Context: an optimization exercise on an open-source flow, tuned for small area. The choices shown serve that exercise and are no tape-out recipe.
Function was checked by simulation only, so behaviour that the tests miss may differ from the original.
Power figures rest on the tool's default switching activity, not on a simulated workload.

### flow/design.v
module ecc_enc (
  input  [71:0] d_i,
  output [79:0] q_o
);
  wire e0 = d_i[11] ^ d_i[12];
  wire e1 = d_i[13] ^ d_i[14];
  wire e2 = d_i[15] ^ d_i[16];
  wire e3 = d_i[17] ^ d_i[18];
  wire e4 = d_i[19] ^ d_i[20];
  wire e5 = d_i[21] ^ d_i[22];
  wire e6 = d_i[23] ^ d_i[24];
  wire e7 = d_i[25] ^ d_i[41];
  wire e8 = d_i[42] ^ d_i[43];
  wire e9 = d_i[44] ^ d_i[45];
  wire e10 = d_i[46] ^ d_i[47];
  wire e11 = d_i[48] ^ d_i[49];
  wire e12 = d_i[50] ^ d_i[51];
  wire e13 = d_i[52] ^ d_i[53];
  wire e14 = d_i[54] ^ d_i[55];
  wire e15 = d_i[56] ^ e0;
  wire e16 = e1 ^ e2;
  wire e17 = e3 ^ e4;
  wire e18 = e5 ^ e6;
  wire e19 = e7 ^ e8;
  wire e20 = e9 ^ e10;
  wire e21 = e11 ^ e12;
  wire e22 = e13 ^ e14;
  wire e23 = e15 ^ e16;
  wire e24 = e17 ^ e18;
  wire e25 = e19 ^ e20;
  wire e26 = e21 ^ e22;
  wire e27 = e23 ^ e24;
  wire e28 = e25 ^ e26;
  wire e29 = e27 ^ e28;
  wire e30 = d_i[0] ^ d_i[13];
  wire e31 = d_i[1] ^ d_i[15];
  wire e32 = d_i[2] ^ d_i[16];
  wire e33 = d_i[3] ^ d_i[17];
  wire e34 = d_i[4] ^ d_i[19];
  wire e35 = d_i[5] ^ d_i[20];
  wire e36 = d_i[6] ^ d_i[21];
  wire e37 = d_i[7] ^ d_i[22];
  wire e38 = d_i[8] ^ d_i[23];
  wire e39 = d_i[9] ^ d_i[24];
  wire e40 = d_i[10] ^ d_i[25];
  wire e41 = d_i[26] ^ d_i[42];
  wire e42 = d_i[27] ^ d_i[43];
  wire e43 = d_i[28] ^ d_i[44];
  wire e44 = d_i[29] ^ d_i[45];
  wire e45 = d_i[30] ^ d_i[46];
  wire e46 = d_i[31] ^ d_i[47];
  wire e47 = d_i[32] ^ d_i[48];
  wire e48 = d_i[33] ^ d_i[49];
  wire e49 = d_i[34] ^ d_i[50];
  wire e50 = d_i[35] ^ d_i[51];
  wire e51 = d_i[36] ^ d_i[52];
  wire e52 = d_i[37] ^ d_i[53];
  wire e53 = d_i[38] ^ d_i[54];
  wire e54 = d_i[39] ^ d_i[55];
  wire e55 = d_i[40] ^ d_i[56];
  wire e56 = d_i[41] ^ e41;
  wire e57 = e42 ^ e43;
  wire e58 = e44 ^ e45;
  wire e59 = e46 ^ e47;
  wire e60 = e48 ^ e49;
  wire e61 = e50 ^ e51;
  wire e62 = e52 ^ e53;
  wire e63 = e54 ^ e55;
  wire e64 = e56 ^ e57;
  wire e65 = e58 ^ e59;
  wire e66 = e60 ^ e61;
  wire e67 = e62 ^ e63;
  wire e68 = e64 ^ e65;
  wire e69 = e66 ^ e67;
  wire e70 = e68 ^ e69;
  wire e71 = d_i[11] ^ e41;
  wire e72 = d_i[12] ^ e42;
  wire e73 = e30 ^ e43;
  wire e74 = d_i[14] ^ e44;
  wire e75 = e31 ^ e45;
  wire e76 = e32 ^ e46;
  wire e77 = e33 ^ e47;
  wire e78 = d_i[18] ^ e48;
  wire e79 = e34 ^ e49;
  wire e80 = e35 ^ e50;
  wire e81 = e36 ^ e51;
  wire e82 = e37 ^ e52;
  wire e83 = e38 ^ e53;
  wire e84 = e39 ^ e54;
  wire e85 = e40 ^ e55;
  wire e86 = d_i[57] ^ d_i[58];
  wire e87 = d_i[59] ^ d_i[60];
  wire e88 = d_i[61] ^ d_i[62];
  wire e89 = d_i[63] ^ d_i[64];
  wire e90 = d_i[65] ^ d_i[66];
  wire e91 = d_i[67] ^ d_i[68];
  wire e92 = d_i[69] ^ d_i[70];
  wire e93 = d_i[71] ^ e86;
  wire e94 = e87 ^ e88;
  wire e95 = e89 ^ e90;
  wire e96 = e91 ^ e92;
  wire e97 = e93 ^ e94;
  wire e98 = e95 ^ e96;
  wire e99 = e97 ^ e98;
  wire e100 = d_i[57] ^ e71;
  wire e101 = d_i[58] ^ e72;
  wire e102 = d_i[59] ^ e73;
  wire e103 = d_i[60] ^ e74;
  wire e104 = d_i[61] ^ e75;
  wire e105 = d_i[62] ^ e76;
  wire e106 = d_i[63] ^ e77;
  wire e107 = d_i[64] ^ e78;
  wire e108 = d_i[65] ^ e79;
  wire e109 = d_i[66] ^ e80;
  wire e110 = d_i[67] ^ e81;
  wire e111 = d_i[68] ^ e82;
  wire e112 = d_i[69] ^ e83;
  wire e113 = d_i[70] ^ e84;
  wire e114 = d_i[71] ^ e85;
  wire e115 = e100 ^ e102;
  wire e116 = e104 ^ e106;
  wire e117 = e108 ^ e110;
  wire e118 = e112 ^ e114;
  wire e119 = e115 ^ e116;
  wire e120 = e117 ^ e118;
  wire e121 = e119 ^ e120;
  wire e122 = d_i[41] ^ e100;
  wire e123 = e101 ^ e102;
  wire e124 = e103 ^ e104;
  wire e125 = e105 ^ e106;
  wire e126 = e107 ^ e108;
  wire e127 = e109 ^ e110;
  wire e128 = e111 ^ e112;
  wire e129 = e113 ^ e114;
  wire e130 = e123 ^ e125;
  wire e131 = e127 ^ e129;
  wire e132 = e130 ^ e131;
  wire e133 = e122 ^ e123;
  wire e134 = e124 ^ e125;
  wire e135 = e126 ^ e127;
  wire e136 = e128 ^ e129;
  wire e137 = e134 ^ e136;
  wire e138 = e133 ^ e134;
  wire e139 = e135 ^ e136;
  wire e140 = e138 ^ e139;
  wire e141 = e99 ^ e29;
  wire e142 = e70 ^ e121;
  wire e143 = e132 ^ e137;
  wire e144 = e139 ^ e141;
  wire e145 = e140 ^ e142;
  wire e146 = e143 ^ e144;
  wire e147 = e145 ^ e146;
  assign q_o[2] = d_i[0];
  assign q_o[4] = d_i[1];
  assign q_o[5] = d_i[2];
  assign q_o[6] = d_i[3];
  assign q_o[8] = d_i[4];
  assign q_o[9] = d_i[5];
  assign q_o[10] = d_i[6];
  assign q_o[11] = d_i[7];
  assign q_o[12] = d_i[8];
  assign q_o[13] = d_i[9];
  assign q_o[14] = d_i[10];
  assign q_o[16] = d_i[11];
  assign q_o[17] = d_i[12];
  assign q_o[18] = d_i[13];
  assign q_o[19] = d_i[14];
  assign q_o[20] = d_i[15];
  assign q_o[21] = d_i[16];
  assign q_o[22] = d_i[17];
  assign q_o[23] = d_i[18];
  assign q_o[24] = d_i[19];
  assign q_o[25] = d_i[20];
  assign q_o[26] = d_i[21];
  assign q_o[27] = d_i[22];
  assign q_o[28] = d_i[23];
  assign q_o[29] = d_i[24];
  assign q_o[30] = d_i[25];
  assign q_o[32] = d_i[26];
  assign q_o[33] = d_i[27];
  assign q_o[34] = d_i[28];
  assign q_o[35] = d_i[29];
  assign q_o[36] = d_i[30];
  assign q_o[37] = d_i[31];
  assign q_o[38] = d_i[32];
  assign q_o[39] = d_i[33];
  assign q_o[40] = d_i[34];
  assign q_o[41] = d_i[35];
  assign q_o[42] = d_i[36];
  assign q_o[43] = d_i[37];
  assign q_o[44] = d_i[38];
  assign q_o[45] = d_i[39];
  assign q_o[46] = d_i[40];
  assign q_o[47] = d_i[41];
  assign q_o[48] = d_i[42];
  assign q_o[49] = d_i[43];
  assign q_o[50] = d_i[44];
  assign q_o[51] = d_i[45];
  assign q_o[52] = d_i[46];
  assign q_o[53] = d_i[47];
  assign q_o[54] = d_i[48];
  assign q_o[55] = d_i[49];
  assign q_o[56] = d_i[50];
  assign q_o[57] = d_i[51];
  assign q_o[58] = d_i[52];
  assign q_o[59] = d_i[53];
  assign q_o[60] = d_i[54];
  assign q_o[61] = d_i[55];
  assign q_o[62] = d_i[56];
  assign q_o[64] = d_i[57];
  assign q_o[65] = d_i[58];
  assign q_o[66] = d_i[59];
  assign q_o[67] = d_i[60];
  assign q_o[68] = d_i[61];
  assign q_o[69] = d_i[62];
  assign q_o[70] = d_i[63];
  assign q_o[71] = d_i[64];
  assign q_o[72] = d_i[65];
  assign q_o[73] = d_i[66];
  assign q_o[74] = d_i[67];
  assign q_o[75] = d_i[68];
  assign q_o[76] = d_i[69];
  assign q_o[77] = d_i[70];
  assign q_o[78] = d_i[71];
  assign q_o[0] = e121;
  assign q_o[1] = e132;
  assign q_o[3] = e137;
  assign q_o[7] = e139;
  assign q_o[15] = e29;
  assign q_o[31] = e70;
  assign q_o[63] = e99;
  assign q_o[79] = e147;
endmodule
module ecc_dec (
  input             rst_ni,
  input             clk_i,
  input             clkena_i,
  input      [79:0] d_i,
  output reg [71:0] q_o,
  output     [7:0]  syndrome_o,
  output            sb_err_o,
  output            db_err_o,
  output            sb_fix_o
);
  wire x0 = d_i[0] ^ d_i[2];
  wire x1 = d_i[4] ^ d_i[6];
  wire x2 = d_i[8] ^ d_i[10];
  wire x3 = d_i[12] ^ d_i[14];
  wire x4 = d_i[16] ^ d_i[18];
  wire x5 = d_i[20] ^ d_i[22];
  wire x6 = d_i[24] ^ d_i[26];
  wire x7 = d_i[28] ^ d_i[30];
  wire x8 = d_i[32] ^ d_i[34];
  wire x9 = d_i[36] ^ d_i[38];
  wire x10 = d_i[40] ^ d_i[42];
  wire x11 = d_i[44] ^ d_i[46];
  wire x12 = d_i[48] ^ d_i[50];
  wire x13 = d_i[52] ^ d_i[54];
  wire x14 = d_i[56] ^ d_i[58];
  wire x15 = d_i[60] ^ d_i[62];
  wire x16 = d_i[64] ^ d_i[66];
  wire x17 = d_i[68] ^ d_i[70];
  wire x18 = d_i[72] ^ d_i[74];
  wire x19 = d_i[76] ^ d_i[78];
  wire x20 = x0 ^ x1;
  wire x21 = x2 ^ x3;
  wire x22 = x4 ^ x5;
  wire x23 = x6 ^ x7;
  wire x24 = x8 ^ x9;
  wire x25 = x10 ^ x11;
  wire x26 = x12 ^ x13;
  wire x27 = x14 ^ x15;
  wire x28 = x16 ^ x17;
  wire x29 = x18 ^ x19;
  wire x30 = x20 ^ x21;
  wire x31 = x22 ^ x23;
  wire x32 = x24 ^ x25;
  wire x33 = x26 ^ x27;
  wire x34 = x28 ^ x29;
  wire x35 = x30 ^ x31;
  wire x36 = x32 ^ x33;
  wire x37 = x34 ^ x35;
  wire x38 = x36 ^ x37;
  wire x39 = d_i[79] ^ d_i[0];
  wire x40 = d_i[1] ^ d_i[2];
  wire x41 = d_i[3] ^ d_i[4];
  wire x42 = d_i[5] ^ d_i[6];
  wire x43 = d_i[7] ^ d_i[8];
  wire x44 = d_i[9] ^ d_i[10];
  wire x45 = d_i[11] ^ d_i[12];
  wire x46 = d_i[13] ^ d_i[14];
  wire x47 = d_i[15] ^ d_i[16];
  wire x48 = d_i[17] ^ d_i[18];
  wire x49 = d_i[19] ^ d_i[20];
  wire x50 = d_i[21] ^ d_i[22];
  wire x51 = d_i[23] ^ d_i[24];
  wire x52 = d_i[25] ^ d_i[26];
  wire x53 = d_i[27] ^ d_i[28];
  wire x54 = d_i[29] ^ d_i[30];
  wire x55 = d_i[31] ^ d_i[32];
  wire x56 = d_i[33] ^ d_i[34];
  wire x57 = d_i[35] ^ d_i[36];
  wire x58 = d_i[37] ^ d_i[38];
  wire x59 = d_i[39] ^ d_i[40];
  wire x60 = d_i[41] ^ d_i[42];
  wire x61 = d_i[43] ^ d_i[44];
  wire x62 = d_i[45] ^ d_i[46];
  wire x63 = d_i[47] ^ d_i[48];
  wire x64 = d_i[49] ^ d_i[50];
  wire x65 = d_i[51] ^ d_i[52];
  wire x66 = d_i[53] ^ d_i[54];
  wire x67 = d_i[55] ^ d_i[56];
  wire x68 = d_i[57] ^ d_i[58];
  wire x69 = d_i[59] ^ d_i[60];
  wire x70 = d_i[61] ^ d_i[62];
  wire x71 = d_i[63] ^ d_i[64];
  wire x72 = d_i[65] ^ d_i[66];
  wire x73 = d_i[67] ^ d_i[68];
  wire x74 = d_i[69] ^ d_i[70];
  wire x75 = d_i[71] ^ d_i[72];
  wire x76 = d_i[73] ^ d_i[74];
  wire x77 = d_i[75] ^ d_i[76];
  wire x78 = d_i[77] ^ d_i[78];
  wire x79 = x40 ^ x42;
  wire x80 = x44 ^ x46;
  wire x81 = x48 ^ x50;
  wire x82 = x52 ^ x54;
  wire x83 = x56 ^ x58;
  wire x84 = x60 ^ x62;
  wire x85 = x64 ^ x66;
  wire x86 = x68 ^ x70;
  wire x87 = x72 ^ x74;
  wire x88 = x76 ^ x78;
  wire x89 = x79 ^ x80;
  wire x90 = x81 ^ x82;
  wire x91 = x83 ^ x84;
  wire x92 = x85 ^ x86;
  wire x93 = x87 ^ x88;
  wire x94 = x89 ^ x90;
  wire x95 = x91 ^ x92;
  wire x96 = x93 ^ x94;
  wire x97 = x95 ^ x96;
  wire x98 = x39 ^ x40;
  wire x99 = x41 ^ x42;
  wire x100 = x43 ^ x44;
  wire x101 = x45 ^ x46;
  wire x102 = x47 ^ x48;
  wire x103 = x49 ^ x50;
  wire x104 = x51 ^ x52;
  wire x105 = x53 ^ x54;
  wire x106 = x55 ^ x56;
  wire x107 = x57 ^ x58;
  wire x108 = x59 ^ x60;
  wire x109 = x61 ^ x62;
  wire x110 = x63 ^ x64;
  wire x111 = x65 ^ x66;
  wire x112 = x67 ^ x68;
  wire x113 = x69 ^ x70;
  wire x114 = x71 ^ x72;
  wire x115 = x73 ^ x74;
  wire x116 = x75 ^ x76;
  wire x117 = x77 ^ x78;
  wire x118 = x99 ^ x101;
  wire x119 = x103 ^ x105;
  wire x120 = x107 ^ x109;
  wire x121 = x111 ^ x113;
  wire x122 = x115 ^ x117;
  wire x123 = x118 ^ x119;
  wire x124 = x120 ^ x121;
  wire x125 = x122 ^ x123;
  wire x126 = x124 ^ x125;
  wire x127 = x98 ^ x99;
  wire x128 = x100 ^ x101;
  wire x129 = x102 ^ x103;
  wire x130 = x104 ^ x105;
  wire x131 = x106 ^ x107;
  wire x132 = x108 ^ x109;
  wire x133 = x110 ^ x111;
  wire x134 = x112 ^ x113;
  wire x135 = x114 ^ x115;
  wire x136 = x116 ^ x117;
  wire x137 = x128 ^ x130;
  wire x138 = x132 ^ x134;
  wire x139 = x136 ^ x137;
  wire x140 = x138 ^ x139;
  wire x141 = x127 ^ x128;
  wire x142 = x129 ^ x130;
  wire x143 = x131 ^ x132;
  wire x144 = x133 ^ x134;
  wire x145 = x135 ^ x136;
  wire x146 = x142 ^ x144;
  wire x147 = x141 ^ x142;
  wire x148 = x143 ^ x144;
  wire x149 = x147 ^ x148;
  wire x150 = x145 ^ x149;
  wire [6:0] syn = {x145, x148, x146, x140, x126, x97, x38};
  wire [71:0] dat = {d_i[78], d_i[77], d_i[76], d_i[75], d_i[74], d_i[73], d_i[72], d_i[71], d_i[70], d_i[69], d_i[68], d_i[67], d_i[66], d_i[65], d_i[64], d_i[62], d_i[61], d_i[60], d_i[59], d_i[58], d_i[57], d_i[56], d_i[55], d_i[54], d_i[53], d_i[52], d_i[51], d_i[50], d_i[49], d_i[48], d_i[47], d_i[46], d_i[45], d_i[44], d_i[43], d_i[42], d_i[41], d_i[40], d_i[39], d_i[38], d_i[37], d_i[36], d_i[35], d_i[34], d_i[33], d_i[32], d_i[30], d_i[29], d_i[28], d_i[27], d_i[26], d_i[25], d_i[24], d_i[23], d_i[22], d_i[21], d_i[20], d_i[19], d_i[18], d_i[17], d_i[16], d_i[14], d_i[13], d_i[12], d_i[11], d_i[10], d_i[9], d_i[8], d_i[6], d_i[5], d_i[4], d_i[2]};
  reg [71:0] d1;
  reg [6:0]  s1;
  reg        p1;
  reg [6:0]  s2;
  reg        p2;
  wire [7:0] lo = 8'd1 << s1[2:0];
  wire [9:0] hi;
  genvar u;
  generate for (u = 0; u < 10; u = u + 1) begin : g_hi
    assign hi[u] = (s1[6:3] == u);
  end endgenerate
  wire [71:0] fix;
  assign fix[0] = hi[0] & lo[3];
  assign fix[1] = hi[0] & lo[5];
  assign fix[2] = hi[0] & lo[6];
  assign fix[3] = hi[0] & lo[7];
  assign fix[4] = hi[1] & lo[1];
  assign fix[5] = hi[1] & lo[2];
  assign fix[6] = hi[1] & lo[3];
  assign fix[7] = hi[1] & lo[4];
  assign fix[8] = hi[1] & lo[5];
  assign fix[9] = hi[1] & lo[6];
  assign fix[10] = hi[1] & lo[7];
  assign fix[11] = hi[2] & lo[1];
  assign fix[12] = hi[2] & lo[2];
  assign fix[13] = hi[2] & lo[3];
  assign fix[14] = hi[2] & lo[4];
  assign fix[15] = hi[2] & lo[5];
  assign fix[16] = hi[2] & lo[6];
  assign fix[17] = hi[2] & lo[7];
  assign fix[18] = hi[3] & lo[0];
  assign fix[19] = hi[3] & lo[1];
  assign fix[20] = hi[3] & lo[2];
  assign fix[21] = hi[3] & lo[3];
  assign fix[22] = hi[3] & lo[4];
  assign fix[23] = hi[3] & lo[5];
  assign fix[24] = hi[3] & lo[6];
  assign fix[25] = hi[3] & lo[7];
  assign fix[26] = hi[4] & lo[1];
  assign fix[27] = hi[4] & lo[2];
  assign fix[28] = hi[4] & lo[3];
  assign fix[29] = hi[4] & lo[4];
  assign fix[30] = hi[4] & lo[5];
  assign fix[31] = hi[4] & lo[6];
  assign fix[32] = hi[4] & lo[7];
  assign fix[33] = hi[5] & lo[0];
  assign fix[34] = hi[5] & lo[1];
  assign fix[35] = hi[5] & lo[2];
  assign fix[36] = hi[5] & lo[3];
  assign fix[37] = hi[5] & lo[4];
  assign fix[38] = hi[5] & lo[5];
  assign fix[39] = hi[5] & lo[6];
  assign fix[40] = hi[5] & lo[7];
  assign fix[41] = hi[6] & lo[0];
  assign fix[42] = hi[6] & lo[1];
  assign fix[43] = hi[6] & lo[2];
  assign fix[44] = hi[6] & lo[3];
  assign fix[45] = hi[6] & lo[4];
  assign fix[46] = hi[6] & lo[5];
  assign fix[47] = hi[6] & lo[6];
  assign fix[48] = hi[6] & lo[7];
  assign fix[49] = hi[7] & lo[0];
  assign fix[50] = hi[7] & lo[1];
  assign fix[51] = hi[7] & lo[2];
  assign fix[52] = hi[7] & lo[3];
  assign fix[53] = hi[7] & lo[4];
  assign fix[54] = hi[7] & lo[5];
  assign fix[55] = hi[7] & lo[6];
  assign fix[56] = hi[7] & lo[7];
  assign fix[57] = hi[8] & lo[1];
  assign fix[58] = hi[8] & lo[2];
  assign fix[59] = hi[8] & lo[3];
  assign fix[60] = hi[8] & lo[4];
  assign fix[61] = hi[8] & lo[5];
  assign fix[62] = hi[8] & lo[6];
  assign fix[63] = hi[8] & lo[7];
  assign fix[64] = hi[9] & lo[0];
  assign fix[65] = hi[9] & lo[1];
  assign fix[66] = hi[9] & lo[2];
  assign fix[67] = hi[9] & lo[3];
  assign fix[68] = hi[9] & lo[4];
  assign fix[69] = hi[9] & lo[5];
  assign fix[70] = hi[9] & lo[6];
  assign fix[71] = hi[9] & lo[7];
  always @(posedge clk_i)
    if (clkena_i) begin
      d1 <= dat; s1 <= syn; p1 <= x150;
    end
  reg v1;
  always @(posedge clk_i or negedge rst_ni)
    if (!rst_ni)        v1 <= 1'b0;
    else if (clkena_i) v1 <= 1'b1;
  wire ld   = clkena_i & v1;
  wire hold = ~clkena_i;
  always @(posedge clk_i or negedge rst_ni)
    if (!rst_ni) begin
      q_o <= 72'h0; s2 <= 7'h0; p2 <= 1'b0;
    end else begin
      q_o <= ({72{ld}} & (d1 ^ fix)) | ({72{hold}} & q_o);
      s2  <= ({7{ld}} & s1) | ({7{hold}} & s2);
      p2  <= (ld & p1) | (hold & p2);
    end
  wire nz = |s2;
  wire pow2 = ~|(s2 & (s2 - 7'd1));
  assign syndrome_o = {p2, s2};
  assign sb_err_o   =  p2 & nz;
  assign db_err_o   = ~p2 & nz;
  assign sb_fix_o   =  p2 & nz & ~pow2;
endmodule
module ecc_codec (
  input  logic        clk,
  input  logic        rst_n,      
  input  logic        en,         
  input  logic [71:0] enc_d,      
  output logic [79:0] enc_q,      
  input  logic [79:0] dec_d,      
  output logic [71:0] dec_q,      
  output logic [7:0]  dec_syndrome,
  output logic        dec_sb_err,
  output logic        dec_db_err,
  output logic        dec_sb_fix
);
  logic [71:0] enc_r;
  always_ff @(posedge clk or negedge rst_n)
    if (!rst_n)  enc_r <= 72'h0;
    else if (en) enc_r <= enc_d;
  ecc_enc enc_inst (
    .d_i ( enc_r ),
    .q_o ( enc_q ));
  ecc_dec dec_inst (
    .rst_ni     ( rst_n        ),
    .clk_i      ( clk          ),
    .clkena_i   ( en           ),
    .d_i        ( dec_d        ),
    .q_o        ( dec_q        ),
    .syndrome_o ( dec_syndrome ),
    .sb_err_o   ( dec_sb_err   ),
    .db_err_o   ( dec_db_err   ),
    .sb_fix_o   ( dec_sb_fix   ));
endmodule
### flow/flow/run.sh
#!/bin/bash
# The standard layout with these changes:
#  - synthesis maps each 2:1 mux (the registers' clock enables) to an a22o cell with a shared
#    inverted select (flow/mux_a22o.v), then maps the rest of the logic with an area-oriented
#    ABC script (flow/area.abc) instead of ORFS's speed script. The flip-flops are mapped
#    before ABC runs, so they are the standard synthesis's;
#  - every input and output port gets the smallest buffer (buf_1);
#  - clock tree synthesis takes its arguments from flow/cts_args when that file exists.
set -euo pipefail
W=$PWD
# synthesis script: synth_recipe.tcl with a wrapper around ABC's logic mapping
{
  head -n 1 synth_recipe.tcl
  cat <<TCL
proc abc {args} {
  set i [lsearch -exact \$args -script]
  if {\$i >= 0 && [string match *abc_speed.script [lindex \$args [expr {\$i + 1}]]]} {
    yosys techmap -map $W/flow/mux_a22o.v \$::env(DESIGN_NAME)
    yosys opt_merge
    lset args [expr {\$i + 1}] $W/flow/area.abc
  }
  yosys abc {*}\$args
}
TCL
  tail -n +2 synth_recipe.tcl
} > own_synth.tcl
sed "s#SYNTH_SCRIPT=[^ ]*synth_recipe.tcl#SYNTH_SCRIPT=$W/own_synth.tcl#" standard.sh > own_standard.sh
grep -q "SYNTH_SCRIPT=$W/own_synth.tcl" own_standard.sh
# clock tree synthesis arguments, if flow/cts_args gives them
if [[ -f flow/cts_args ]]; then
  export CTS_ARGS="$(cat flow/cts_args)"
fi
export BUFFER_PORTS_ARGS="-buffer_cell sky130_fd_sc_hd__buf_1"
bash own_standard.sh > own_flow.log 2>&1
### flow/flow/area.abc
&get -n
&st
&synch2
&nf -R 1000
&put
### flow/flow/cts_args
-sink_clustering_enable -repair_clock_nets -sink_clustering_size 20 -sink_clustering_max_diameter 80 -dont_use_dummy_load
### flow/flow/mux_a22o.v
// Each 2:1 mux as an a22o cell with an inverted select; opt_merge shares the inverters.
module \$_MUX_ (input A, input B, input S, output Y);
  wire sn;
  \$_NOT_ inv (.A(S), .Y(sn));
  sky130_fd_sc_hd__a22o_1 _TECHMAP_REPLACE_ (.A1(S), .A2(B), .B1(sn), .B2(A), .X(Y));
endmodule
### flow/standard.sh
#!/bin/bash
# synth_recipe.tcl (not shown) runs the flow's synth.tcl, then flattens the netlist and writes it again
# the make line also repeats each setting of config.mk as NAME=value (left out here)
make -C /OpenROAD-flow-scripts/flow DESIGN_CONFIG=/design/flow/config.mk WORK_HOME=/design/flow/orfs CLKGATE_MAP_FILE= SYNTH_SCRIPT=/design/flow/synth_recipe.tcl "${@:-finish}"
### flow/config.mk
export PLATFORM = sky130hd
export DESIGN_NAME = ecc_codec
export DESIGN_NICKNAME = ecc_codec
export VERILOG_FILES = /design/flow/design.v
export SDC_FILE = /design/flow/constraint.sdc
export NUM_CORES = 4
export LEC_CHECK = 0
export CAP_MARGIN = 20
export CORE_MARGIN = 2
export CORE_UTILIZATION = 40
export CTS_CLUSTER_DIAMETER = 80
export CTS_CLUSTER_SIZE = 20
export SLEW_MARGIN = 20
### flow/constraint.sdc
create_clock -name core_clock -period 4.0 [get_ports {clk}]
set_input_delay 0.8000 -clock core_clock [delete_from_list [all_inputs] [get_ports {clk}]]
set_output_delay 0.8000 -clock core_clock [all_outputs]
set_load 0.01 [all_outputs]
==> results of run 1 <==
power by group:
| part | internal, mW | switching, mW | leakage (nW) |
|---|---|---|---|
| sequential | 2.80 | 0.282 | 2.73 |
| clock | 0.757 | 0.821 | 0.210 |
| combinational | 1.64 | 2.06 | 2.05 |
| total | 5.20 | 3.17 | 4.99 |
metal layers:
layer / routed length (um) / vias up / global-route usage (%)
li1: - / 3747 / -
met5: 0 / - / 0
met3: 2400 / 27 / 4.64
met1: 14100 / 3909 / 28.2
met2: 16500 / 317 / 38.1
met4: 569 / 0 / 3.95
cell usage in the layout (no fill, tap or decap), types with 2 or more instances in the layout:
| cell type | n |
|---|---|
| xor2_1 | 36 |
| clkbuf_4 | 2 |
| nor2_1 | 9 |
| xnor2_1 | 329 |
| edfxtp_1 | 80 |
| clkbuf_16 | 17 |
| nor3b_1 | 3 |
| buf_12 | 3 |
| xnor3_1 | 2 |
| diode_2 | 2 |
| a22o_1 | 150 |
| o21ai_0 | 4 |
| nand2b_1 | 4 |
| buf_1 | 315 |
| nor3_1 | 6 |
| nand3_1 | 2 |
| nand2_1 | 79 |
| dfrtp_1 | 153 |
| buf_4 | 10 |
| clkinv_1 | 4 |
synthesized netlist by cell type:
master | n | area share (%)
a21oi_1 | 1 | 0.044
a221oi_1 | 1 | 0.077
a22o_1 | 150 | 12
a31oi_1 | 1 | 0.055
and2_0 | 1 | 0.055
and3_1 | 1 | 0.055
and3b_1 | 1 | 0.077
buf_4 | 9 | 0.59
clkinv_1 | 5 | 0.16
conb_1 | 1 | 0.033
dfrtp_1 | 153 | 34
edfxtp_1 | 80 | 21
maj3_1 | 1 | 0.088
nand2_1 | 79 | 2.6
nand2b_1 | 4 | 0.22
nand3_1 | 2 | 0.088
nor2_1 | 9 | 0.30
nor3_1 | 7 | 0.31
nor3b_1 | 3 | 0.20
nor4_1 | 1 | 0.055
o21ai_0 | 4 | 0.18
xnor2_1 | 329 | 25
xnor3_1 | 2 | 0.40
xor2_1 | 36 | 2.8
critical path, cell delays in order (launching register included):
cell and delay (ns):
dfrtp_1 0.43, xor2_1 0.18, xnor2_1 0.26, xnor2_1 0.22
xnor2_1 0.17, xnor2_1 0.38, xnor2_1 0.19, xnor2_1 0.15
xnor2_1 0.15, xnor2_1 0.15, buf_1 0.17
worst min path at each step:
stage | from | end | slack, ns | depth (start not counted)
after floorplan | dec_inst.p1 | dec_inst.p2 | 0.44 | 1
after global placement | dec_inst.p1 | dec_inst.p2 | 0.45 | 1
after detailed placement | dec_inst.p1 | dec_inst.p2 | 0.46 | 1
after CTS | rst_n | dec_inst.q_o[39] | 0.37 | 1
after global routing | rst_n | dec_inst.q_o[46] | 0.41 | 1
final | rst_n | dec_inst.q_o[59] | 0.37 | 1
logic make-up after synthesis:
family / after synthesis / share of synthesized area (%)
AO/OA/AOI/OAI: 157 / 11.9
XOR/XNOR: 367 / 28.5
adder cells (fa/ha/maj): 1 / 0.0880
buffers and inverters: 14 / 0.759
flip-flops: 233 / 54.8
other: 1 / 0.0330
AND/OR/NAND/NOR: 108 / 3.96
cell type report:
| class | instances | area (sq um) | area share [%] |
|---|---|---|---|
| antenna | 2 | 5.00 | 0.0369 |
| clock buffer | 17 | 425 | 3.14 |
| inverter | 5 | 21.3 | 0.157 |
| multi-input combinational | 634 | 5070 | 37.4 |
| sequential | 233 | 6230 | 46.0 |
| tap | 378 | 473 | 3.49 |
| timing repair buffer | 331 | 1340 | 9.86 |
stage by stage:
step	setup slack [ns]	hold slack [ns]	utilization, %	power [mW]
2_1_floorplan	0.341	0.439	-	6.13
3_3_place_gp	0.817	0.454	47.1	6.85
3_5_place_dp	0.751	0.465	47.1	6.88
4_1_cts	0.217	0.373	48.6	8.48
5_1_grt	0.0971	0.409	48.7	8.84
6_report	0.279	0.367	48.7	8.37
flip-flops by register name, indices dropped and copies added, names as in the netlist:
register	count
dec_inst.p1	1
dec_inst.d1	72
dec_inst.p2	1
dec_inst.s2	7
dec_inst.v1	1
dec_inst.s1	7
dec_inst.q_o	72
enc_r	72
==> qor.txt, run 1 <==
Status = no timing/DRC/antenna violations
CTS Buffer Depth = 3
FF-to-FF setup slack = 1.76 ns
Vias per inst = 5.00
Worst slew margin = 29.8%
Mapped Area = 11,400 sq um
Initial core utilization = 40.8%
Critical path class = flop to output port
Share of cells above drive strength 1 = 2.95%
Max-cap viol count = 0
Maximum VDD drop = 0.000615 V
Startpoint types = flop
Clock latency on the worst-skew pair = 0.51 ns
Die Width = 173 um
IO Pins = 318
Reg2Reg Depth = 5
Yosys warns = 2
Core Region = 27,900 sq um
Number of global-route vias before repair = 8,131
Critical path endpoint category = output port
IO Port Bufs = 317
Final Non-Filler Cells = 1,600
Filler instances = 2,618
Avg WL per Cell = 21.0 um
FF-to-FF Start = dec_inst.s1[4]
Post-CTS Resized = 0
Tmin final = 3.72 ns
Post-Route Setup TNS = 0 ns
Seq cells post-synth = 233
Cts bufs inserted = 17
Power Density = 617 nW/um^2
Number of H-tree levels = 1
Row count = 61
Clock Skew = 0.0633 ns
Vias = 8,000
Register area share after synthesis = 54.8%
Initial antenna violation count = 2
Worst-path fanout max = 4
End point of the critical path = enc_q[79]
Final setup viols = 0
Unique masters post-synth = 24
Die ar. = 29,800 sq um
Worst Max-Slew Pin Slew = 1.04 ns
Clock-pin slew on the worst setup and hold paths = 0.09 ns
Crit path from = enc_r[40]
Drt drc = 0
Dpl cell area = 13,100 sq um
Root Buffer = clkbuf_16
Drt first-iter violations = 381
Global route overflow = 0
Pleak = 4.99 nW
Req. time, crit path = 3.20 ns
CP arrival = 2.92 ns
Placed Cells = 1,581
HPWL Detailed = 24,400 um
Final Routed Wirelength = 33,500 um
Global-route wire length before repair = 50,100 um
Total GRT Usage = 21.8%
Pin count of the biggest net entering global routing = 85
Reg-to-reg endpoint = dec_inst.q_o[5]
Design area = 13,600 sq um
CTS tree = done
Syn-to-layout area delta = 19.2%
Post-synthesis net count = 1,036
Die H = 173 um
DR pass1 iterations = 7
Setup repair bufs after CTS = 0
Max Slew Vio Count = 0
Final hold viol count = 0
Post-Syn Area per Cell = 12.9 sq um
Hold_buf cts = 0
Worst Hold Class = input port to async pin
RSZ-0062 raised after global routing = false
Fmax achieved = 0.269 GHz
Final worst path period share = 93.0%
Clock sink count = 233
Post-route ant nets = 0
Cells after Synth = 881
Layout Nets = 1,377
Placer Congestion = 0.840
==> run 2, diff against run 1 <==
==> flow/flow/cts_args (replaced) <==
-sink_clustering_enable -repair_clock_nets -sink_clustering_size 14 -sink_clustering_max_diameter 60 -dont_use_dummy_load -buf_list {sky130_fd_sc_hd__clkbuf_8} -root_buf sky130_fd_sc_hd__clkbuf_16
==> qor.txt, run 2 <==
FF-to-FF Start = dec_inst.s1[4] (unchanged)
Reg2Reg Depth = 5 (unchanged)
Commonest non-fill, non-tap cell in the layout = xnor2_1 (unchanged)
Sequential share of power = 37.1% (was 36.8%)
Syn-to-layout area delta = 19.0% (was 19.2%)
Synth cell count leaders = 329 x xnor2_1, 153 x dfrtp_1, 150 x a22o_1 (unchanged)
Worst-path fanout max = 4 (unchanged)
Setup repair bufs after CTS = 0 (unchanged)
Initial antenna violation count = 2 (unchanged)
Largest family of logic cells by synthesized area = XOR/XNOR gates (unchanged)
Total GRT Usage = 21.9% (was 21.8%)
Clock Skew = 0.0636 ns (was 0.0633 ns)
Number of H-tree levels = 1 (unchanged)
Critical path endpoint category = output port (unchanged)
Psw = 3.19 mW (was 3.17 mW)
Critical path class = flop to output port (unchanged)
Post-route ant nets = 0 (unchanged)
Power Density = 614 nW/um^2 (was 617 nW/um^2)
Async SR Flop Fraction = 65.7% (unchanged)
Layout Nets = 1,387 (was 1,377)
Share of cells above drive strength 1 = 3.74% (was 2.95%)
Post-CTS Resized = 0 (unchanged)
HPWL Detailed = 24,400 um (unchanged)
Ys flop type = dfrtp_1 (unchanged)
Crit path from = enc_r[40] (unchanged)
Die H = 173 um (unchanged)
Register area share after synthesis = 54.8% (unchanged)
Clock latency on the worst-skew pair = 0.51 ns (about the same)
Biggest regs = dec_inst.d1: 72 flops, dec_inst.q_o: 72 flops, enc_r: 72 flops (unchanged)
Vias = 8,064 (was 8,000)
Post-Syn Area per Cell = 12.9 sq um (unchanged)
EDFF count, synth = 80 (unchanged)
Fmax achieved = 0.268 GHz (was 0.269 GHz)
Global-route wire length before repair = 50,400 um (was 50,100 um)
Status = no timing/DRC/antenna violations (unchanged)
Drt drc = 0 (unchanged)
Final hold viol count = 0 (unchanged)
Startpoint types = flop (unchanged)
Die Width = 173 um (unchanged)
DR pass1 iterations = 5 (was 7)
Int Power = 5.12 mW (was 5.20 mW)
Post-Route Setup TNS = 0 ns (unchanged)
Final worst path period share = 93.3% (was 93.0%)
Drt first-iter violations = 384 (was 381)
Seq cells post-synth = 233 (unchanged)
Pleak = 4.99 nW (about the same)
Worst Max-Slew Pin Slew = 1.09 ns (was 1.04 ns)
Placer Congestion = 0.840 (unchanged)
Row count = 61 (unchanged)
Worst Hold Class = input port to async pin (unchanged)
IO Pins = 318 (unchanged)
Gate power share = 44.8% (was 44.3%)
Area of the multi-input gates = 5070 sq um (unchanged)
CTS Buffer Depth = 3 (unchanged)
Die ar. = 29,800 sq um (unchanged)
Top post-synthesis cells by area = dfrtp_1 34%, xnor2_1 25%, edfxtp_1 21% (unchanged)
Initial core utilization = 40.8% (unchanged)
Clock-pin slew on the worst setup and hold paths = 0.09 ns (about the same)
Switching Fraction = 38.4% (was 37.8%)
Post-synth top area cell = dfrtp_1 (unchanged)
Clock sink count = 233 (unchanged)
Yosys warns = 2 (unchanged)
Commonest non-fill, non-tap cells in the layout = 329 x xnor2_1, 315 x buf_1, 153 x dfrtp_1 (unchanged)
Worst slew margin = 26.9% (was 29.8%)
Top-area cell type share of the netlist area = 33.7% (unchanged)
Filler instances = 2,629 (was 2,618)
Gr busiest metal = met2 (unchanged)
Root Buffer = clkbuf_16 (unchanged)
Final setup viols = 0 (unchanged)
Post-synthesis net count = 1,036 (unchanged)
Sequential Area = 6230 sq um (unchanged)
Mux share of post-synthesis cell area = 0% (unchanged)
IO Port Bufs = 317 (unchanged)
Number of global-route vias before repair = 8,229 (was 8,131)
Post-place setup slack = 0.751 ns (unchanged)
Max-cap viol count = 0 (unchanged)
XOR/XNOR Fraction of Synth Area = 28.5% (unchanged)
Unique masters post-synth = 24 (unchanged)
CTS tree = done (unchanged)
M2 GR Usage = 38.1% (about the same)
Most frequent cell after synthesis = xnor2_1 (unchanged)
PnR worst setup slack = 0.267 ns (was 0.279 ns)
Vias per inst = 5.01 (was 5.00)
Max Slew Vio Count = 0 (unchanged)
Post-synthesis compound-gate area fraction = 11.9% (unchanged)
Pin count of the biggest net entering global routing = 85 (unchanged)
Maximum VDD drop = 0.000620 V (was 0.000615 V)
GR Util met3 = 4.64% (unchanged)
Cts bufs inserted = 27 (was 17)
Post-Synth Simple-Gate Area = 3.96% (unchanged)
GR Util met1 = 28.2% (about the same)
RSZ-0062 raised after global routing = false (unchanged)
Clk network pwr share = 18.1% (was 18.8%)
CP arrival = 2.93 ns (was 2.92 ns)
Core Region = 27,900 sq um (unchanged)
Mapped Area = 11,400 sq um (unchanged)
Hold_buf cts = 0 (unchanged)
Req. time, crit path = 3.20 ns (about the same)
Tmin final = 3.73 ns (was 3.72 ns)
Final Routed Wirelength = 33,600 um (was 33,500 um)
Global route overflow = 0 (unchanged)
Adder-Cell Fraction of Synth Area = 0.0880% (unchanged)
Avg WL per Cell = 20.9 um (was 21.0 um)
Cells after Synth = 881 (unchanged)
run 2: cell counts after synthesis:
Identical to the previous run, type by type.
run 2: per-stage QoR:
stage	power [mW]	std cells	hold WS, ns	area (sq um)	utilization (%)
CTS	8.41	1608	0.369	13500	48.6
global route	8.78	1608	0.396	13500	48.6
floorplan	6.13	881	0.439	11400	-
detailed placement	6.88	1581	0.465	13100	47.1
global placement	6.85	1580	0.454	13100	47.1
finish	8.31	1610	0.361	13500	48.6
run 2: power by group through the flow:
stage	registers, mW	clock network, mW	logic [mW]
after global placement	3.12	0	3.74
final	3.08	1.50	3.73
after floorplan	3.13	0	2.99
after global routing	3.12	1.64	4.02
after CTS	3.08	1.56	3.77
after detailed placement	3.13	0	3.75
run 2: cell type report:
type | instances | area share, %
multi-input cells | 634 | 37.4
diodes | 2 | 0.0370
flip-flops and latches | 233 | 46.0
repair buffers | 331 | 9.88
well taps | 378 | 3.49
inverters | 5 | 0.157
clock buffers | 27 | 2.99
run 2: logic make-up (layout without fill, tap and decap cells):
kind of cell,after synthesis,count (layout)
buffers and inverters,14,363
other,1,3
xor gates and xnor gates,367,367
and+or+nand+nor,108,108
DFF,233,233
AOI/OAI and AO/OA,157,157
adders and majority gates,1,1
run 2: layer usage:
metal  share of wire (%)  wire [um]
met5                   0          0
met4                 2.1        698
met3                 6.9       2300
met2                  49      16500
met1                  42      14100
run 2: worst paths after layout:
kind / to / slack [ns]
max reg2reg: dec_inst.q_o[5] / 1.76
max in group asynchronous: enc_r[43] / 2.72
min: dec_inst.q_o[26] / 0.36
min reg2reg: dec_inst.p2 / 0.48
max: enc_q[79] / 0.27
min in group core_clock: dec_inst.p2 / 0.48
run 2: worst max-delay path: stages (launching register included):
cell	delay (ns)
dfrtp_1	0.43
xor2_1	0.18
xnor2_1	0.26
xnor2_1	0.22
xnor2_1	0.17
xnor2_1	0.38
xnor2_1	0.19
xnor2_1	0.15
xnor2_1	0.15
xnor2_1	0.15
buf_1	0.17
==> run 3, diff against run 2 <==
==> flow/flow/cts_args (replaced) <==
-sink_clustering_enable -repair_clock_nets -sink_clustering_size 16 -sink_clustering_max_diameter 50 -dont_use_dummy_load -buf_list {sky130_fd_sc_hd__clkbuf_8} -root_buf sky130_fd_sc_hd__clkbuf_16
==> qor.txt, run 3 <==
Critical path endpoint category = output port (unchanged)
Largest family of logic cells by synthesized area = XOR/XNOR gates (unchanged)
Max-cap viol count = 0 (unchanged)
FF-to-FF setup slack = 1.74 ns (was 1.76 ns)
End point of the critical path = enc_q[79] (unchanged)
Async SR Flop Fraction = 65.7% (unchanged)
Final hold viol count = 0 (unchanged)
CTS tree = done (unchanged)
Yosys warns = 2 (unchanged)
Initial antenna violation count = 1 (was 2)
PnR worst setup slack = 0.286 ns (was 0.267 ns)
Clock sink count = 233 (unchanged)
Status = no timing/DRC/antenna violations (unchanged)
Post-synthesis compound-gate area fraction = 11.9% (unchanged)
Reg-to-reg endpoint = dec_inst.q_o[5] (unchanged)
IO Port Bufs = 317 (unchanged)
Ys flop type = dfrtp_1 (unchanged)
Worst-path fanout max = 4 (unchanged)
Post-Syn Area per Cell = 12.9 sq um (unchanged)
Final Routed Wirelength = 33,600 um (about the same)
Final setup viols = 0 (unchanged)
Mux share of post-synthesis cell area = 0% (unchanged)
M2 GR Usage = 38.1% (about the same)
Global-route wire length before repair = 50,500 um (was 50,400 um)
Register area share after synthesis = 54.8% (unchanged)
Share of cells above drive strength 1 = 4.28% (was 3.74%)
Top-area cell type share of the netlist area = 33.7% (unchanged)
Drt first-iter violations = 378 (was 384)
Post-place setup slack = 0.751 ns (unchanged)
Synth cell count leaders = 329 x xnor2_1, 153 x dfrtp_1, 150 x a22o_1 (unchanged)
Design area = 13,700 sq um (was 13,500 sq um)
Fmax achieved = 0.269 GHz (was 0.268 GHz)
Global route overflow = 0 (unchanged)
Die H = 173 um (unchanged)
Commonest non-fill, non-tap cell in the layout = xnor2_1 (unchanged)
Cells after Synth = 881 (unchanged)
Vias = 8,095 (was 8,064)
Max Slew Vio Count = 0 (unchanged)
Commonest non-fill, non-tap cells in the layout = 329 x xnor2_1, 315 x buf_1, 153 x dfrtp_1 (unchanged)
Top post-synthesis cells by area = dfrtp_1 34%, xnor2_1 25%, edfxtp_1 21% (unchanged)
Hold_buf cts = 0 (unchanged)
Clock Skew = 0.0453 ns (was 0.0636 ns)
Number of global-route vias before repair = 8,284 (was 8,229)
Pin count of the biggest net entering global routing = 85 (unchanged)
DR pass1 iterations = 4 (was 5)
GR Util met3 = 5.21% (was 4.64%)
Mapped Area = 11,400 sq um (unchanged)
Final worst path period share = 92.8% (was 93.3%)
Worst slew margin = 25.7% (was 26.9%)
Layout Nets = 1,394 (was 1,387)
Power Density = 624 nW/um^2 (was 614 nW/um^2)
Sequential Area = 6230 sq um (unchanged)
RSZ-0062 raised after global routing = false (unchanged)
Syn-to-layout area delta = 20.0% (was 19.0%)
Core Region = 27,900 sq um (unchanged)
Post-synth top area cell = dfrtp_1 (unchanged)
Clock-pin slew on the worst setup and hold paths = 0.09 ns (about the same)
Pleak = 5.05 nW (was 4.99 nW)
Avg WL per Cell = 20.8 um (was 20.9 um)
CTS Buffer Depth = 3 (unchanged)
Clock latency on the worst-skew pair = 0.48 ns (was 0.51 ns)
Post-Route Setup TNS = 0 ns (unchanged)
Biggest regs = dec_inst.d1: 72 flops, dec_inst.q_o: 72 flops, enc_r: 72 flops (unchanged)
Worst Hold Class = input port to async pin (unchanged)
Placer Congestion = 0.840 (unchanged)
CP arrival = 2.91 ns (was 2.93 ns)
XOR/XNOR Fraction of Synth Area = 28.5% (unchanged)
Reg2Reg Depth = 5 (unchanged)
Area of the multi-input gates = 5070 sq um (unchanged)
Tmin final = 3.71 ns (was 3.73 ns)
Final Power = 8.52 mW (was 8.31 mW)
Vias per inst = 5.01 (about the same)
Post-route ant nets = 0 (unchanged)
Startpoint types = flop (unchanged)
Final core occ = 49.0% (was 48.6%)
Seq cells post-synth = 233 (unchanged)
Root Buffer = clkbuf_16 (unchanged)
GR Util met1 = 28.2% (unchanged)
Crit path from = enc_r[40] (unchanged)
Req. time, crit path = 3.20 ns (about the same)
HPWL Detailed = 24,400 um (unchanged)
Post-CTS Resized = 0 (unchanged)
Post-synthesis net count = 1,036 (unchanged)
IO Pins = 318 (unchanged)
Most frequent cell after synthesis = xnor2_1 (unchanged)
Total GRT Usage = 22.0% (was 21.9%)
Adder-Cell Fraction of Synth Area = 0.0880% (unchanged)
Initial core utilization = 40.8% (unchanged)
Die ar. = 29,800 sq um (unchanged)
Number of H-tree levels = 2 (was 1)
Unique masters post-synth = 24 (unchanged)
Die Width = 173 um (unchanged)
Gr busiest metal = met2 (unchanged)
Dpl cell area = 13,100 sq um (unchanged)
Cts bufs inserted = 34 (was 27)
Worst Max-Slew Pin Slew = 1.11 ns (was 1.09 ns)
Setup repair bufs after CTS = 0 (unchanged)
Maximum VDD drop = 0.000636 V (was 0.000620 V)
Post-Synth Simple-Gate Area = 3.96% (unchanged)
FF-to-FF Start = dec_inst.s1[4] (unchanged)
Row count = 61 (unchanged)
EDFF count, synth = 80 (unchanged)
Critical path class = flop to output port (unchanged)
Filler instances = 2,623 (was 2,629)
Drt drc = 0 (unchanged)
[run 3: kinds of logic after synthesis]
group / Yosys count
AO/OA/AOI/OAI: 157
XOR/XNOR: 367
adder cells (fa/ha/maj): 1
buffers and inverters: 14
flip-flops: 233
other: 1
AND/OR/NAND/NOR: 108
[run 3: power breakdown]
| part | internal [mW] | switching (mW) |
|---|---|---|
| combinational | 1.64 | 2.06 |
| clock | 0.866 | 0.863 |
| sequential | 2.80 | 0.282 |
| total | 5.31 | 3.20 |
[run 3: cell type report]
class	instances	area share (%)
repair buffers	331	9.79
well taps	378	3.46
inverters	5	0.156
multi-input cells	634	37.1
flip-flops and latches	233	45.6
clock buffers	34	3.84
diodes	1	0.0183
[run 3: worst max-delay path, cell delays in order (launching register included)]
cell and delay (ns):
dfrtp_1 0.43, xor2_1 0.19, xnor2_1 0.26, xnor2_1 0.22, xnor2_1 0.17, xnor2_1 0.38
xnor2_1 0.19, xnor2_1 0.16, xnor2_1 0.15, xnor2_1 0.15, buf_1 0.17
[run 3: how the worst min path moves through the flow]
stage,startpoint,end,slack [ns],depth (start not counted)
4_1_cts,rst_n,dec_inst.q_o[7],0.41,1
3_5_place_dp,dec_inst.p1,dec_inst.p2,0.46,1
2_1_floorplan,dec_inst.p1,dec_inst.p2,0.44,1
3_3_place_gp,dec_inst.p1,dec_inst.p2,0.45,1
6_report,rst_n,dec_inst.q_o[26],0.40,1
5_1_grt,rst_n,dec_inst.q_o[7],0.44,1
[run 3: through the flow]
| step | cells | hold WS [ns] |
|---|---|---|
| finish | 1616 | 0.400 |
| global route | 1615 | 0.439 |
| CTS | 1615 | 0.405 |
| detailed placement | 1581 | 0.465 |
| global placement | 1580 | 0.454 |
| floorplan | 881 | 0.439 |
[run 3: per-layer routing]
layer / share of wire, % / routed length [um] / vias up
li1: - / - / 3780
met1: 42 / 14200 / 3948
met2: 49 / 16500 / 327
met3: 7.0 / 2360 / 40
met4: 1.7 / 570 / 0
met5: 0 / 0 / -
==> run 4, diff against run 3 <==
==> flow/flow/cts_args (replaced) <==
-sink_clustering_enable -repair_clock_nets -sink_clustering_size 12 -sink_clustering_max_diameter 60 -dont_use_dummy_load -buf_list {sky130_fd_sc_hd__clkbuf_4 sky130_fd_sc_hd__clkbuf_8} -root_buf sky130_fd_sc_hd__clkbuf_16
==> qor.txt, run 4 <==
Worst-path fanout max = 4 (unchanged)
Placer Congestion = 0.840 (unchanged)
Share of cells above drive strength 1 = 3.74% (was 4.28%)
CTS tree = done (unchanged)
Drt drc = 0 (unchanged)
Initial core utilization = 40.8% (unchanged)
Unique masters post-synth = 24 (unchanged)
Critical path class = flop to output port (unchanged)
Maximum VDD drop = 0.000618 V (was 0.000636 V)
CP max stage cell = dfrtp_1 (unchanged)
Drt first-iter violations = 366 (was 378)
Cts bufs inserted = 27 (was 34)
Cells along the critical path = xor2_1 > xnor2_1 > xnor2_1 > xnor2_1 > xnor2_1 > xnor2_1 > xnor2_1 > xnor2_1 > xnor2_1 > buf_1 (unchanged)
Post-Route Setup TNS = 0 ns (unchanged)
Startpoint types = flop (unchanged)
Status = no timing/DRC/antenna violations (unchanged)
Max Slew Vio Count = 0 (unchanged)
Kind of cell adding the most delay to the critical path = XOR/XNOR gates (unchanged)
HPWL Detailed = 24,400 um (unchanged)
Number of global-route vias before repair = 8,211 (was 8,284)
Avg WL per Cell = 20.8 um (about the same)
Max stage delay on crit path = 0.43 ns (about the same)
FF-to-FF setup slack = 1.74 ns (about the same)
Final setup viols = 0 (unchanged)
Area of the multi-input gates = 5070 sq um (unchanged)
Power Density = 612 nW/um^2 (was 624 nW/um^2)
Top post-synthesis cells by area = dfrtp_1 34%, xnor2_1 25%, edfxtp_1 21% (unchanged)
Filler instances = 2,631 (was 2,623)
FF-to-FF Start = dec_inst.s1[4] (unchanged)
Seq cells post-synth = 233 (unchanged)
Mapped Area = 11,400 sq um (unchanged)
CP arrival = 2.93 ns (was 2.91 ns)
Max-cap viol count = 0 (unchanged)
Die Width = 173 um (unchanged)
Syn-to-layout area delta = 19.0% (was 20.0%)
Clock sink count = 233 (unchanged)
Clock latency on the worst-skew pair = 0.51 ns (was 0.48 ns)
Row count = 61 (unchanged)
Vias = 8,046 (was 8,095)
Total GRT Usage = 21.9% (was 22.0%)
Hold_buf cts = 0 (unchanged)
Root Buffer = clkbuf_16 (unchanged)
DR pass1 iterations = 4 (unchanged)
M2 GR Usage = 38.1% (about the same)
GR Util met1 = 28.3% (was 28.2%)
Final Routed Wirelength = 33,500 um (was 33,600 um)
Clock Skew = 0.0689 ns (was 0.0453 ns)
Critical path endpoint category = output port (unchanged)
Final hold viol count = 0 (unchanged)
Cells after Synth = 881 (unchanged)
Global-route wire length before repair = 50,300 um (was 50,500 um)
CTS Buffer Depth = 3 (unchanged)
Sequential Area = 6230 sq um (unchanged)
Clock-pin slew on the worst setup and hold paths = 0.08 ns (was 0.09 ns)
IO Port Bufs = 317 (unchanged)
Yosys warns = 2 (unchanged)
Worst Hold Class = input port to async pin (unchanged)
Worst Max-Slew Pin Slew = 1.10 ns (was 1.11 ns)
Tmin final = 3.73 ns (was 3.71 ns)
Synth cell count leaders = 329 x xnor2_1, 153 x dfrtp_1, 150 x a22o_1 (unchanged)
Commonest non-fill, non-tap cells in the layout = 329 x xnor2_1, 315 x buf_1, 153 x dfrtp_1 (unchanged)
GR Util met3 = 4.86% (was 5.21%)
Ys flop type = dfrtp_1 (unchanged)
Core Region = 27,900 sq um (unchanged)
Reg-to-reg endpoint = dec_inst.q_o[5] (unchanged)
Global route overflow = 0 (unchanged)
Layout Nets = 1,387 (was 1,394)
Req. time, crit path = 3.20 ns (about the same)
Fmax achieved = 0.268 GHz (was 0.269 GHz)
Async SR Flop Fraction = 65.7% (unchanged)
Most frequent cell after synthesis = xnor2_1 (unchanged)
IO Pins = 318 (unchanged)
Post-route ant nets = 0 (unchanged)
Biggest regs = dec_inst.d1: 72 flops, dec_inst.q_o: 72 flops, enc_r: 72 flops (unchanged)
Number of H-tree levels = 1 (was 2)
Initial antenna violation count = 2 (was 1)
Pleak = 4.99 nW (was 5.05 nW)
RSZ-0062 raised after global routing = false (unchanged)
Reg2Reg Depth = 5 (unchanged)
Gr busiest metal = met2 (unchanged)
Die H = 173 um (unchanged)
Post-synthesis net count = 1,036 (unchanged)
Register area share after synthesis = 54.8% (unchanged)
Pin count of the biggest net entering global routing = 85 (unchanged)
Most used cell, CP = xnor2_1 (unchanged)
Commonest non-fill, non-tap cell in the layout = xnor2_1 (unchanged)
Top-area cell type share of the netlist area = 33.7% (unchanged)
Vias per inst = 5.00 (was 5.01)
Final worst path period share = 93.2% (was 92.8%)
Post-synth top area cell = dfrtp_1 (unchanged)
Final core occ = 48.6% (was 49.0%)
CP Buf/Inv Count = 1 (unchanged)
Die ar. = 29,800 sq um (unchanged)
Post-Syn Area per Cell = 12.9 sq um (unchanged)
Setup repair bufs after CTS = 0 (unchanged)
Post-CTS Resized = 0 (unchanged)
EDFF count, synth = 80 (unchanged)
Worst slew margin = 26.0% (was 25.7%)
run 4: changes by cell type in the layout (fill, tap and decap cells not counted):
cell       previous run  this run
clkbuf_8             29        24
diode_2               1         2
clkbuf_16             5         3
run 4: worst max path at each step:
| stage | end | from | cells past startpoint | slack [ns] |
|---|---|---|---|---|
| after floorplan | dec_inst.v1 | en | 2 | 0.34 |
| after detailed placement | enc_q[79] | enc_r[40] | 10 | 0.75 |
| after CTS | enc_q[79] | enc_r[40] | 10 | 0.21 |
| after global placement | enc_q[79] | enc_r[40] | 10 | 0.82 |
| final | enc_q[79] | enc_r[40] | 10 | 0.27 |
| after global routing | enc_q[79] | enc_r[40] | 10 | 0.09 |
run 4: final cells by class:
class | instances | area share, %
antenna | 2 | 0.0370
clock buffer | 27 | 2.99
inverter | 5 | 0.157
multi-input combinational | 634 | 37.4
sequential | 233 | 46.0
tap | 378 | 3.49
timing repair buffer | 331 | 9.88
run 4: power by group:
part	switching, mW	internal [mW]
combinational	2.06	1.64
clock	0.829	0.669
sequential	0.283	2.80
total	3.18	5.11
run 4: per-stage QoR:
| step | cell area [sq um] | power, mW | std cells | hold WS, ns | worst slack (ns) |
|---|---|---|---|---|---|
| after floorplan | 11400 | 6.13 | 881 | 0.439 | 0.341 |
| after global placement | 13100 | 6.85 | 1580 | 0.454 | 0.817 |
| after detailed placement | 13100 | 6.88 | 1581 | 0.465 | 0.751 |
| after CTS | 13500 | 8.40 | 1608 | 0.380 | 0.210 |
| after global routing | 13500 | 8.78 | 1608 | 0.412 | 0.0930 |
| final | 13500 | 8.29 | 1610 | 0.375 | 0.272 |
run 4: worst reg2reg max path, delay by kind of cell (launching register included):
| family | cells | cell delay, ns |
|---|---|---|
| XOR/XNOR | 1 | 0.20 |
| AND/OR/NAND/NOR | 3 | 1.29 |
| AO/OA/AOI/OAI | 1 | 0.20 |
| flip-flops | 1 | 0.48 |
run 4: routing by layer:
layer  part of all wire, %  routed length, um
met1                    42              14100
met3                   6.8               2270
met4                   1.9                621
met2                    49              16500
met5                     0                  0
run 4: cells by family after synthesis:
kind of cell,Yosys count,synth area share (%)
fa+ha+maj,1,0.0880
other cells,1,0.0330
simple gates,108,3.96
buf+inv,14,0.759
compound gates,157,11.9
xor+xnor,367,28.5
flops,233,54.8
==> run 5, diff against run 4 <==
--- a/flow/config.mk
+++ b/flow/config.mk
@@ -8,6 +8,4 @@
 export CAP_MARGIN = 20
 export CORE_MARGIN = 2
-export CORE_UTILIZATION = 40
-export CTS_CLUSTER_DIAMETER = 80
-export CTS_CLUSTER_SIZE = 20
+export CORE_UTILIZATION = 55
 export SLEW_MARGIN = 20
==> qor.txt, run 5 <==
Status = no timing/DRC/antenna violations (unchanged)
Post-Syn Area per Cell = 12.9 sq um (unchanged)
Worst Max-Slew Pin Slew = 1.10 ns (about the same)
# diodes = 0 (was 2)
Yosys warns = 2 (unchanged)
Most frequent cell after synthesis = xnor2_1 (unchanged)
Clock sink count = 233 (unchanged)
Mapped Area = 11,400 sq um (unchanged)
Final hold viol count = 0 (unchanged)
Filler instances = 1,714 (was 2,631)
Max Slew Vio Count = 0 (unchanged)
Reg2Reg Depth = 5 (unchanged)
IO Pins = 318 (unchanged)
Initial core utilization = 56.0% (was 40.8%)
Cts bufs inserted = 23 (was 27)
Die ar. = 21,900 sq um (was 29,800 sq um)
Max-cap viol count = 0 (unchanged)
Syn-to-layout area delta = 17.3% (was 19.0%)
Critical path endpoint category = output port (unchanged)
Top post-synthesis cells by area = dfrtp_1 34%, xnor2_1 25%, edfxtp_1 21% (unchanged)
Vias = 7,994 (was 8,046)
Row count = 52 (was 61)
Clock-pin slew on the worst setup and hold paths = 0.08 ns (about the same)
EDFF count, synth = 80 (unchanged)
Synth cell count leaders = 329 x xnor2_1, 153 x dfrtp_1, 150 x a22o_1 (unchanged)
Vias per inst = 5.35 (was 5.00)
CP arrival = 2.96 ns (was 2.93 ns)
Post-synth top area cell = dfrtp_1 (unchanged)
Async SR Flop Fraction = 65.7% (unchanged)
Unique masters post-synth = 24 (unchanged)
Core Region = 20,300 sq um (was 27,900 sq um)
Commonest non-fill, non-tap cells in the layout = 329 x xnor2_1, 315 x buf_1, 153 x dfrtp_1 (unchanged)
Global route overflow = 0 (unchanged)
Seq cells post-synth = 233 (unchanged)
HPWL Detailed = 22,500 um (was 24,400 um)
Final setup viols = 0 (unchanged)
Max stage delay on crit path = 0.43 ns (about the same)
Final Non-Filler Cells = 1,494 (was 1,610)
Post-synthesis net count = 1,036 (unchanged)
Die Width = 148 um (was 173 um)
Sequential Area = 6230 sq um (unchanged)
Drt drc = 0 (unchanged)
Area of the multi-input gates = 5070 sq um (about the same)
Post-route ant nets = 0 (unchanged)
Cells after Synth = 881 (unchanged)
Ys flop type = dfrtp_1 (unchanged)
Placed Cells = 1,471 (was 1,581)
Root Buffer = clkbuf_16 (unchanged)
Startpoint types = flop (unchanged)
Critical path class = flop to output port (unchanged)
Total GRT Usage = 27.6% (was 21.9%)
CP Buf/Inv Count = 1 (unchanged)
Fmax achieved = 0.266 GHz (was 0.268 GHz)
Req. time, crit path = 3.20 ns (about the same)
Initial antenna violation count = 0 (was 2)
Worst slew margin = 26.3% (was 26.0%)
Share of cells above drive strength 1 = 3.35% (was 3.74%)
FF-to-FF setup slack = 1.71 ns (was 1.74 ns)
CTS Buffer Depth = 3 (unchanged)
Cells along the critical path = xor2_1 > xnor2_1 > xnor2_1 > xnor2_1 > xnor2_1 > xnor2_1 > xnor2_1 > xnor2_1 > xnor2_1 > buf_1 (unchanged)
Hold_buf cts = 0 (unchanged)
RSZ-0062 raised after global routing = false (unchanged)
Stages on the worst setup path = 10 (unchanged)
Number of global-route vias before repair = 7,918 (was 8,211)
Final Routed Wirelength = 30,700 um (was 33,500 um)
Pleak = 4.95 nW (was 4.99 nW)
CTS tree = done (unchanged)
DR pass1 iterations = 4 (unchanged)
Drt first-iter violations = 324 (was 366)
Clock Skew = 0.0232 ns (was 0.0689 ns)
Post-Route Setup TNS = 0 ns (unchanged)
Global-route wire length before repair = 46,200 um (was 50,300 um)
Register area share after synthesis = 54.8% (unchanged)
Kind of cell adding the most delay to the critical path = XOR/XNOR gates (unchanged)
Placer Congestion = 0.840 (about the same)
Biggest regs = dec_inst.d1: 72 flops, dec_inst.q_o: 72 flops, enc_r: 72 flops (unchanged)
Die H = 148 um (was 173 um)
Power Density = 614 nW/um^2 (was 612 nW/um^2)
IO Port Bufs = 317 (unchanged)
Maximum VDD drop = 0.000591 V (was 0.000618 V)
Clock latency on the worst-skew pair = 0.49 ns (was 0.51 ns)
Final worst path period share = 94.0% (was 93.2%)
Commonest non-fill, non-tap cell in the layout = xnor2_1 (unchanged)
Pin count of the biggest net entering global routing = 101 (was 85)
Number of H-tree levels = 1 (unchanged)
Avg WL per Cell = 20.5 um (was 20.8 um)
Tmin final = 3.76 ns (was 3.73 ns)
Layout Nets = 1,381 (was 1,387)
Worst Hold Class = input port to async pin (unchanged)
CP max stage cell = dfrtp_1 (unchanged)
Most used cell, CP = xnor2_1 (unchanged)
Top-area cell type share of the netlist area = 33.7% (unchanged)
Post-CTS Resized = 0 (unchanged)
Worst-path fanout max = 4 (unchanged)
Setup repair bufs after CTS = 0 (unchanged)
==> run 5: per-stage QoR <==
stage                     instance area, sq um  util [%]  hold slack [ns]  setup WS, ns  total power, mW
after floorplan                          11400         -            0.439         0.341             6.13
after global routing                     13300      65.7            0.393        0.0540             8.62
after detailed placement                 13000      64.0            0.485         0.702             6.91
after CTS                                13300      65.7            0.369         0.181             8.26
final                                    13300      65.7            0.360         0.241             8.19
after global placement                   13000      63.9            0.468         0.758             6.86
==> run 5: final timing paths <==
kind / end / start
setup / recovery: enc_q[79] / enc_r[40]
hold / removal: dec_inst.q_o[2] / rst_n
hold reg to reg: dec_inst.q_o[10] / dec_inst.q_o[10]
max in group asynchronous: dec_inst.q_o[55] / rst_n
setup reg to reg: dec_inst.q_o[35] / dec_inst.s1[2]
min in group core_clock: dec_inst.q_o[10] / dec_inst.q_o[10]
==> run 5: cell families (layout without fill, tap and decap cells) <==
family	Yosys count	after routing	synth area share, %
adders and majority gates	1	1	0.0880
xor gates and xnor gates	367	367	28.5
AOI/OAI and AO/OA	157	157	11.9
buffers and inverters	14	357	0.759
DFF	233	233	54.8
and+or+nand+nor	108	108	3.96
other	1	1	0.0330
==> run 5: cell type report <==
class                      instances  area share (%)
multi-input combinational        634            38.0
timing repair buffer             329            9.96
tap                              270            2.53
clock buffer                      23            2.63
sequential                       233            46.7
inverter                           5           0.159
==> run 5: power breakdown <==
part	switching [mW]	leakage, nW	total [mW]	internal (mW)
logic	2.13	2.04	3.76	1.63
clock network	0.775	0.181	1.36	0.583
registers	0.269	2.73	3.07	2.80
==> run 5: per-layer routing <==
layer,vias up,wire (um),share of wire [%],global-route usage (%)
li1,3761,-,-,-
met1,3911,12400,40,35.7
met2,278,15500,51,48.2
met3,44,1820,5.9,4.54
met4,0,924,3.0,7.90
met5,-,0,0,0

-- afterwards: timing with drivers on the ports --
The flow's constraints put no driver on any port. The routed layouts listed below were extracted and timed again, unchanged, in two steps. Step 1 sets driving cells, clkbuf_16 on the clock port and buf_2 on the other inputs (assumed; they add their load-dependent delay and slew). Step 2 times the ports against the registers' clock, not the clock port: input delays grow and output delays shrink by t, the midpoint of the rising clock arrivals with the driver on. a / b / c = no drivers / after step 1 / after step 2; a / b = the first two.
| run | t, ns | setup WS [ns] | worst setup path at the end | clock arrival spread, ns | cell pins on the clock port's net |
|---|---|---|---|---|---|
| run 1 | 0.528 | 0.279 / 0.231 / 0.759 | register to output | 0.066 / 0.065 | 1 |
| run 2 | 0.527 | 0.267 / 0.221 / 0.748 | register to output | 0.076 / 0.076 | 1 |
| run 3 | 0.506 | 0.286 / 0.240 / 0.746 | register to output | 0.065 / 0.065 | 1 |
| run 4 | 0.523 | 0.272 / 0.224 / 0.747 | register to output | 0.070 / 0.070 | 1 |
| run 5 | 0.528 | 0.241 / 0.193 / 0.720 | register to output | 0.025 / 0.025 | 1 |
After both steps every run listed still meets setup and hold.
